Source: an optimization exercise on an open RTL-to-GDS flow (aim: small area). Production flows keep margins and buffers that such runs may drop.
The RTL was checked by simulation tests, not by an equivalence proof against the original design.
Power is estimated from default activity; no workload was simulated.

==> flow/design.v <==
module baud_tick_gen(
    input clock,
    input reset,
    output baud_tick
);
localparam BAUD_RATE=9600;
localparam MASTER_CLK=50000000;
localparam BIT_DIVISOR=325;
reg [8:0] baud_counter;
assign baud_tick = (baud_counter==BIT_DIVISOR);
always @(posedge clock)
begin
    if (reset)
        baud_counter<=9'b0;
    else
        if (baud_counter==BIT_DIVISOR)
            baud_counter<=9'b0;
        else
            baud_counter<=baud_counter+9'b1;
end
endmodule
module uart_rx(
    input b_tick,
    input clock,
    input reset,
    input rx,  
    input fifo_full,
    input clear_flags,
    output wire [7:0] data_out,
    output wire [7:0] LSR
);
reg rx_done,buffer_overrun,parity_error,framing_error;
reg rx_done_next,buffer_overrun_next,parity_error_next,framing_error_next;
assign LSR[0] = rx_done;
assign LSR[1] = buffer_overrun;
assign LSR[2] = parity_error;
assign LSR[3] = framing_error;
assign LSR[7:4] = {4{1'b0}};
always @(posedge clock) begin
 if (reset || clear_flags) begin
    rx_done <= 1'b0;
    buffer_overrun <= 1'b0;
    parity_error <= 1'b0;
    framing_error <=1'b0;
 end
 else begin
    rx_done <= rx_done_next;
    buffer_overrun <= buffer_overrun_next;
    parity_error <= parity_error_next;
    framing_error <= framing_error_next;
 end
end
localparam [2:0] idle = 3'b000;
localparam [2:0] start =3'b001;
localparam [2:0] data = 3'b010;
localparam [2:0] parity = 3'b011;
localparam [2:0] stop = 3'b100;
parameter SB = 2;  
parameter PB = 0;  
parameter DB = 8;  
reg [2:0] state,next_state;
reg [3:0] cnt,next_cnt;
reg       s_reg,s_next;
reg [2:0] n_reg,n_next;
reg [7:0] d_reg,d_next;
assign data_out = d_reg;
reg sync_rx;
reg i_rx;
always @(posedge clock) begin
    sync_rx<=rx;
    i_rx<=sync_rx;
end
always @(posedge clock) begin
    if (reset) begin
        state<= idle;
        s_reg<=0;
        n_reg<=0;
        cnt<=0;
        d_reg <=0;
    end
    else begin
        state<=next_state;
        s_reg<=s_next;
        n_reg<=n_next;
        cnt<=next_cnt;
        d_reg <= d_next;
    end
end   
always @(*) begin
    next_state = state;
    d_next = d_reg;
    s_next = s_reg;
    n_next = n_reg;
    next_cnt = cnt;
    rx_done_next = rx_done;
    buffer_overrun_next =buffer_overrun;
    parity_error_next =parity_error;
    framing_error_next =framing_error;
    case (state)
        idle:
            if (~i_rx) begin
                next_state = start;
                next_cnt = 0;
                d_next = 8'd0;
            end
        start: begin
            if (b_tick) begin
                next_cnt = cnt + 4'd1;
                if (cnt == 2 || cnt == 4 || cnt == 6) begin
                    if (i_rx) begin
                        next_state = idle;
                    end
                end
                else if (cnt==8) begin
                    if (i_rx) begin
                        next_state = idle;
                    end
                    else begin
                        next_state = data;
                        next_cnt = 4'd0;
                        n_next = 3'd0;
                    end
                end  
            end
        end
        data : begin
            if (b_tick) begin
                if (cnt == 15) begin
                    next_cnt = 4'd0;
                    d_next = {i_rx , d_reg[7:1]};   
                    if (n_reg == 7) begin
                        next_state = parity;
                    end
                    else begin
                        n_next = n_reg +3'd1;
                    end
                end
                else begin 
                    next_cnt = cnt + 4'd1;
                end
            end
        end
        parity : begin
            if (b_tick) begin
                if (cnt == 15) begin
                        s_next = 2'd0;
                        next_cnt = 4'd0;
                        next_state =stop;
                    if (~PB) begin  
                        if (i_rx != ^{d_reg}) begin
                            parity_error_next = 1'b1;
                        end
                    end
                    else begin  
                        if (i_rx != ~^{d_reg}) begin
                            parity_error_next = 1'b1;
                        end
                    end
                end
                else begin
                    next_cnt = cnt +4'd1;
                end
            end
        end
        stop: begin
            if (b_tick) begin
                if (cnt == 15) begin
                    if (~i_rx) begin
                        framing_error_next = 1'b1;
                    end
                    if (s_reg == SB-1) begin
                        if (fifo_full) begin
                            buffer_overrun_next = 1'b1;
                        end
                        rx_done_next = 1'b1;
                        next_state = idle;
                    end
                    else begin
                        s_next = s_reg + 2'd1;
                        next_cnt = 4'd0;
                    end
                end
                else begin
                    next_cnt = cnt +4'd1;
                end
            end
        end
        default: begin
            next_state = idle;
        end 
    endcase
end
endmodule
module fifo(
    input reset,
          clock,
          wr_en,
          rd_en,
    input [15:0] data_in,  
    output reg [15:0] data_out, 
    output empty,full
);
reg [2:0] wptr,rptr;
reg [15:0] fifo [0:7];
always @(posedge clock) begin
    if (reset) begin
        wptr <= 3'd0;
    end
    else begin
        if (wr_en && !full) begin
            fifo[wptr] <= data_in;
            wptr <= wptr+3'd1;
        end
    end
end
always @(posedge clock) begin
    if (reset) begin
        rptr<=3'd0;
        data_out <= 16'b0;
    end
    else begin
        if (rd_en && !empty) begin
            data_out <= fifo[rptr];
            rptr <= rptr+3'd1;
        end
    end
end
assign empty = (wptr==rptr);
assign full = ((wptr+3'd1)==rptr);
endmodule
module fifo8(
    input reset,
          clock,
          wr_en,
          rd_en,
    input [7:0] data_in,  
    output reg [7:0] data_out, 
    output empty,full
);
reg [2:0] wptr,rptr;
reg [7:0] fifo [0:7];
always @(posedge clock) begin
    if (reset) begin
        wptr <= 3'd0;
    end
    else begin
        if (wr_en && !full) begin
            fifo[wptr] <= data_in;
            wptr <= wptr+3'd1;
        end
    end
end
always @(posedge clock) begin
    if (reset) begin
        rptr<=3'd0;
        data_out <= 8'b0;
    end
    else begin
        if (rd_en && !empty) begin
            data_out <= fifo[rptr];
            rptr <= rptr+3'd1;
        end
    end
end
assign empty = (wptr==rptr);
assign full = ((wptr+3'd1)==rptr);
endmodule
module uart_tx(
    input b_tick,
          clock,
          reset,
          tx_start,
    input [7:0] data_in,
    output wire tx_done_tick,
    output wire tx
);
localparam [2:0] idle = 3'b000;
localparam [2:0] start =3'b001;
localparam [2:0] data = 3'b010;
localparam [2:0] parity = 3'b011;
localparam [2:0] stop = 3'b100;
parameter SB = 2;  
parameter PB = 0;  
parameter DB = 8;  
reg [2:0] state,next_state;
reg [3:0] cnt,next_cnt;
reg       s_reg,s_next;
reg [2:0] n_reg,n_next;
reg       d_reg,d_next;
reg       tx_done,tx_done_next;  
reg [7:0] data_stored,data_stored_next;
assign tx = d_reg;
assign tx_done_tick = tx_done;
always @(posedge clock) begin
    if (reset) begin
        state <= idle;
        cnt <= 4'b0;
        s_reg <= 1'b0;
        n_reg <= 3'b0;
        d_reg <=1'b1;   
        tx_done <=1'b0;
        data_stored <= 8'd0;
    end else begin
        state <= next_state;
        cnt <= next_cnt;
        s_reg <= s_next;
        n_reg <= n_next;
        d_reg <= d_next;
        tx_done <= tx_done_next;
        data_stored <= data_stored_next;
    end
end
always @(*) begin
    next_state = state;
    next_cnt = cnt;
    s_next = s_reg;
    n_next = n_reg;
    d_next = d_reg;
    tx_done_next = 1'b0;
    data_stored_next = data_stored;
    case (state)
        idle: begin
            if (tx_start) begin
                next_cnt = 4'b0;
                next_state = start;
                n_next = 3'b0;
                d_next = 1'b0;
                data_stored_next = data_in;
            end
        end
        start: begin
            if (b_tick) begin
                if (cnt == 15) begin
                    next_cnt = 4'd0;
                    next_state = data;
                    n_next=3'd0;
                    d_next = data_stored[0];
                end else begin
                    next_cnt = cnt + 4'd1;
                end
            end
        end
        data: begin
            if (b_tick) begin
                if (cnt==15) begin
                    if (n_reg==DB-1) begin
                        next_state = parity;
                        next_cnt = 4'd0;
                        d_next = (PB) ? ~^data_stored : ^data_stored;
                    end else begin
                        n_next = n_reg +3'd1;
                        d_next = data_stored[n_reg+3'd1];
                        next_cnt =4'd0;
                    end
                end else begin
                    next_cnt = cnt+4'd1;
                end
            end
        end
        parity: begin 
            if (b_tick) begin
                if(cnt==15) begin
                    next_state = stop;
                    next_cnt = 4'd0;
                    s_next = 1'd0;
                    d_next = 1'b1;
                end else begin
                    next_cnt = cnt +4'd1;
                end
            end
        end
        stop: begin
            if (b_tick) begin
                if(cnt==15) begin
                    if(s_reg == SB-1) begin
                        tx_done_next = 1'b1;
                        next_state = idle;
                        d_next = 1'b1;
                    end else begin
                        s_next = s_reg + 1'b1;
                        next_cnt =4'd0;
                    end
                end else begin
                    next_cnt = cnt +4'd1;
                end
            end
        end
    endcase
end
endmodule
module uart(
input clock,reset,
output tx,
input  rx,
output rx_empty,
input rd_uart,
output [7:0] data_out,
output [7:0] data_LSR,
output tx_full,
input wr_uart,
input [7:0] data_in
);
wire b_tick;
wire fifo_full;
wire [7:0] data_r;
wire [7:0] LSR;
reg clear_flags;
reg rx_wr_en;
reg rx_wr_flag;
wire [7:0] tx_data;
reg tx_start;
reg tx_fifo_read;
wire tx_done_tick;
wire tx_empty;
reg tx_started_flag;
reg tx_fifo_flag;
baud_tick_gen U0(.clock(clock),.reset(reset),.baud_tick(b_tick));
uart_rx U1(.clock(clock),.reset(reset),.b_tick(b_tick),.rx(rx),.fifo_full(fifo_full),.data_out(data_r),.LSR(LSR),.clear_flags(clear_flags));
fifo U2(.clock(clock),.reset(reset),.empty(rx_empty),.full(fifo_full),.wr_en(rx_wr_en),.rd_en(rd_uart),.data_in({data_r,LSR}),.data_out({data_out,data_LSR}));
uart_tx U3(.clock(clock),.reset(reset),.b_tick(b_tick),.tx(tx),.data_in(tx_data),.tx_start(tx_start),.tx_done_tick(tx_done_tick));
fifo8 U4(.clock(clock),.reset(reset),.empty(tx_empty),.full(tx_full),.wr_en(wr_uart),.rd_en(tx_fifo_read),.data_in(data_in),.data_out(tx_data));
always @(posedge clock) begin
    if (reset) begin
        rx_wr_en <= 1'b0;
        clear_flags <=1'b0;
        rx_wr_flag <= 1'b0;
    end else begin 
    if(LSR[0]) begin
        if (!fifo_full && !rx_wr_flag) begin
            rx_wr_en <= 1'b1;
            rx_wr_flag <= 1'b1;
        end else begin
            rx_wr_en <=1'b0;
            clear_flags <=1'b1;
        end
    end else begin
        clear_flags <= 1'b0;
        rx_wr_flag <=1'b0;
        rx_wr_en <=1'b0;
    end
    end
end
always @(posedge clock) begin
    if(reset) begin
        tx_start <= 1'b0;
        tx_started_flag <=1'b0;
        tx_fifo_read <= 1'b0;
        tx_fifo_flag <= 1'b0;
    end else begin 
        if(tx_done_tick) begin
            tx_start <= 1'b0;
            tx_started_flag <=1'b0;
            tx_fifo_flag <= 1'b0;
        end
        else if (!tx_empty && !tx_fifo_flag && !tx_started_flag) begin
            tx_fifo_read <= 1'b1;
            tx_fifo_flag <= 1'b1;
        end 
        else if (tx_fifo_flag && !tx_started_flag) begin
            tx_start <= 1'b1;
            tx_started_flag <= 1'b1;
            tx_fifo_read <= 1'b0;
        end 
        else if (tx_started_flag) begin
            tx_start <= 1'b0;
        end
    end
end
endmodule
==> flow/run.sh <==
#!/bin/bash
# synth_recipe.tcl (not shown) runs the flow's synth.tcl, then flattens the netlist and writes it again
# the make line also repeats each setting of config.mk as NAME=value (left out here)
make -C /OpenROAD-flow-scripts/flow DESIGN_CONFIG=/design/flow/config.mk WORK_HOME=/design/flow/orfs CLKGATE_MAP_FILE= SYNTH_SCRIPT=/design/flow/synth_recipe.tcl finish
==> flow/config.mk <==
export PLATFORM = sky130hd
export DESIGN_NAME = uart
export DESIGN_NICKNAME = uart
export VERILOG_FILES = /design/flow/design.v
export SDC_FILE = /design/flow/constraint.sdc
export NUM_CORES = 4
export LEC_CHECK = 0
export CAP_MARGIN = 20
export CORE_MARGIN = 2
export CORE_UTILIZATION = 40
export SLEW_MARGIN = 20
==> flow/constraint.sdc <==
create_clock -name core_clock -period 10.0 [get_ports {clock}]
set_input_delay 2.0000 -clock core_clock [delete_from_list [all_inputs] [get_ports {clock}]]
set_output_delay 2.0000 -clock core_clock [all_outputs]
set_load 0.01 [all_outputs]
==> summary.txt <==
Status
  • Outcome: no timing/DRC/antenna violations

STA
  • Setup TNS: 0 ns
  • Clock skew: roughly 0.014 ns
  • RSZ-0062 raised after global routing: false
  • Fin. Hold Viols: 0
  • Relative max-transition margin: around 30%
  • Max Transition Viols Final: 0
  • Final-report setup violation count: 0
  • Worst-Margin Slew: slightly above 1 ns
  • Crit share post-route: a little under half
  • Fmax achieved: 0.222 GHz
  • Min Tclk post-route: 4.51 ns

Die
  • Core area: around 26000 um2
  • Die span in y: about 170 um
  • Cell row count: between 50 and 60
  • Chip Width: between 150 and 200 um
  • Starting Density: 40.7%
  • Die area: ~28000 um2
  • IO Count: 32

Clock tree
  • Clk buf depth: 3
  • H-tree Lvls: 1
  • Hold buffer count at cts: 0
  • CTS Buf Count: 27
  • PostCTS Resize Cnt: 0
  • Clock slew at the register clock pins of the worst setup and hold paths: about 0.06 ns
  • Clock Tree Root: clkbuf_16
  • Post-CTS setup buffers: 0
  • CTS tree: yes
  • Worst-skew pair later-pin latency: around 0.52 ns
  • CTS sink count: 254

Cells and area
  • Nets@finish: a little over 800
  • Max reg flops: 96
  • Most common cell after layout, fill and taps aside: edfxtp_1
  • Antenna fix cells: 0
  • Most frequent cells in the layout: 160 x edfxtp_1, 93 x dfxtp_1, 69 x nor2_1, 56 x nand2_1, 42 x mux4_2
  • Top reg by flops: U2.fifo
  • Largest regs: U2.fifo x96, U4.fifo x64, U2.data_out x12
  • Layout fillers: between 2k and 2.5k
  • Layout cell share with drive strength beyond 1: between 15 and 20%
  • Area grow syn2layout: 14.3%

Synth
  • #FFs+latches synth: between 200 and 300
  • Synth warn: 6
  • Most used DFF post-synth: edfxtp_1
  • Synth Cell Area: 10600 um2
  • Post-synth EDFFs: 160
  • Fraction of registers with async set/reset: 0%
  • Synth unique cells: between 60 and 70
  • Synthesized area per cell: roughly 14 um2
  • Post-Syn Instances: approximately 770
  • Post-synthesis sequential area ratio: between 60% and 70%

Detailed routing
  • Via count: 6133
  • Routed wire length: between 15000 and 20000 um
  • Per-cell routed wire length: roughly 17 um
  • Via density per instance: 5.31
  • Initial drt markers: 389
  • Remaining DRCs: 0
  • Drt first pass iters: 4
  • Antenna-violating nets left: 0

Worst setup path
  • Crit Path Class: reg -> out
  • CP endpoint kind: primary output
  • Crit path max fanout: 20
  • CP arrival: 2.51 ns
  • Crit path required time: about 8.0 ns
  • CP Launch Type: flip-flop

GRT
  • Total global routing overflow: 0
  • Initial antenna violation count: 0
  • First-pass GRT wire length: roughly 32000 um
  • Gr usage total: 14.4%
  • Largest net degree at the start of global routing: between 50 and 60
  • Vias in the first global route: about 6.0k

Power and ir drop
  • Leakage power: around 0.0038 uW
  • Power, Total: 2240 uW
  • Power Density: between 150 and 200 nW/um2
  • VDD IR max: 0.112 mV

Run
  • # Max-Cap Violations: 0

Placed design
  • Port Buffer Count: 27
  • GPL Wtd Cong: between 0.7 and 0.8
  • DPL Wire Length: 12700 um

Worst hold path
  • Hold/Removal Path Class: reg -> reg
-- through the flow --
stage               instances  area (um2)  hold WS (ns)  setup slack (ns)  utilization, %
finish                   1154       12100         0.329              5.49            46.5
CTS                      1154       12000         0.334              5.42            46.4
global placement         1104       11200         0.315              5.49            43.1
floorplan                 777       10600         0.310              6.09               -
global route             1154       12100         0.345              5.36            46.5
detailed placement       1104       11200         0.319              5.36            43.1
-- cell type report --
type / instances / area [um2] / share of cell area (%)
multi-input combinational: 465 / 3730 / 30.9
sequential: 254 / 6690 / 55.4
inverter: 13 / 48.8 / 0.404
clock inverter: 15 / 110 / 0.912
tap: 335 / 419 / 3.47
timing repair buffer: 37 / 340 / 2.82
clock buffer: 35 / 736 / 6.09
-- power by group --
group	total, uW	internal, uW	leakage, uW	switching [uW]
registers	1150	1130	0.00227	20.3
logic	148	62.6	0.00115	85.7
clock network	943	546	0.000414	397
-- worst max-delay path, cell delays in order (launching register included) --
cell	delay, ns
dfxtp_1	0.99
xnor2_1	0.20
nand3_1	0.18
inv_1	0.09
clkdlybuf4s50_1	0.54
-- worst paths after layout --
path,start,endpoint,slack [ns],cells after the start
setup reg to reg,U2.rptr[2]$_SDFFE_PP0P_,U2.fifo[0][9]$_DFFE_PP_,6.79,5
hold reg to reg,U1.sync_rx$_DFF_P_,U1.i_rx$_DFF_P_,0.33,0
hold / removal,U1.sync_rx$_DFF_P_,U1.i_rx$_DFF_P_,0.33,0
setup / recovery,U4.rptr[1]$_SDFFE_PP0P_,tx_full,5.49,4
-- cell usage after synthesis (3+ instances only) --
cell type	n	area [um2]
o21ai_0	9	45.0
nand2_1	56	210
nor3b_1	3	22.5
dfxtp_1	94	1880
ha_1	14	175
a21oi_1	40	200
clkbuf_1	28	105
nor2b_1	4	25.0
a31oi_1	6	37.5
o31ai_1	3	22.5
xor2_1	10	87.6
buf_2	12	60.1
and3_1	6	37.5
or2_2	6	37.5
nor4_1	7	43.8
nand3_1	27	135
xnor2_1	31	272
and2_1	3	18.8
nand4_1	4	25.0
mux4_2	42	946
nand2b_1	4	25.0
nor3_1	19	95.1
nor4b_1	5	43.8
inv_1	13	48.8
nor2_1	71	267
buf_4	4	30.0
mux2i_1	27	270
edfxtp_1	160	4800
a211oi_1	22	165
-- per-layer routing --
layer  global-route usage, %  up-vias  wire length [um]
li1                        -     2969                 -
met1                    20.3     3062              9570
met2                    23.8       76              9480
met3                    2.07       26               515
met4                    3.26        0               347
met5                       0        -                 0
-- kinds of logic (layout without fill, tap and decap cells) --
logic type	Yosys count	count (layout)	share of synthesized area (%)
AND/OR/NAND/NOR	228	228	10.5
multiplexers	69	69	11.5
other	1	4	0.0355
buffers and inverters	58	100	2.36
AO/OA/AOI/OAI	107	107	6.80
adder cells (fa/ha/maj)	14	14	1.66
flip-flops	254	254	63.3
XOR/XNOR	43	43	3.83

==> static timing again, ports no longer ideal <==
Ports are ideal in the flow. The routed layout listed here was re-timed in OpenROAD. Step 1 sets driving cells, clkbuf_16 on the clock port and buf_2 on the other inputs (assumed; they add their load-dependent delay and slew). Step 2 times the ports against the registers' clock, not the clock port: input delays grow and output delays shrink by t, the midpoint of the rising clock arrivals with the driver on. a / b / c = ideal ports / drivers / drivers and shift; a / b = the first two.
t (ns): 0.563
setup WS [ns]: 5.487 / 5.440 / 5.656
hold WS [ns]: 0.329 / 0.329 / 0.329
worst setup path at the end: input to register
worst register clock-pin slew, ns: 0.06 / 0.06
After both steps setup and hold are still met in this run. For this run, drivers alone change the setup slack by -0.047 ns; drivers and shift together by +0.169 ns.
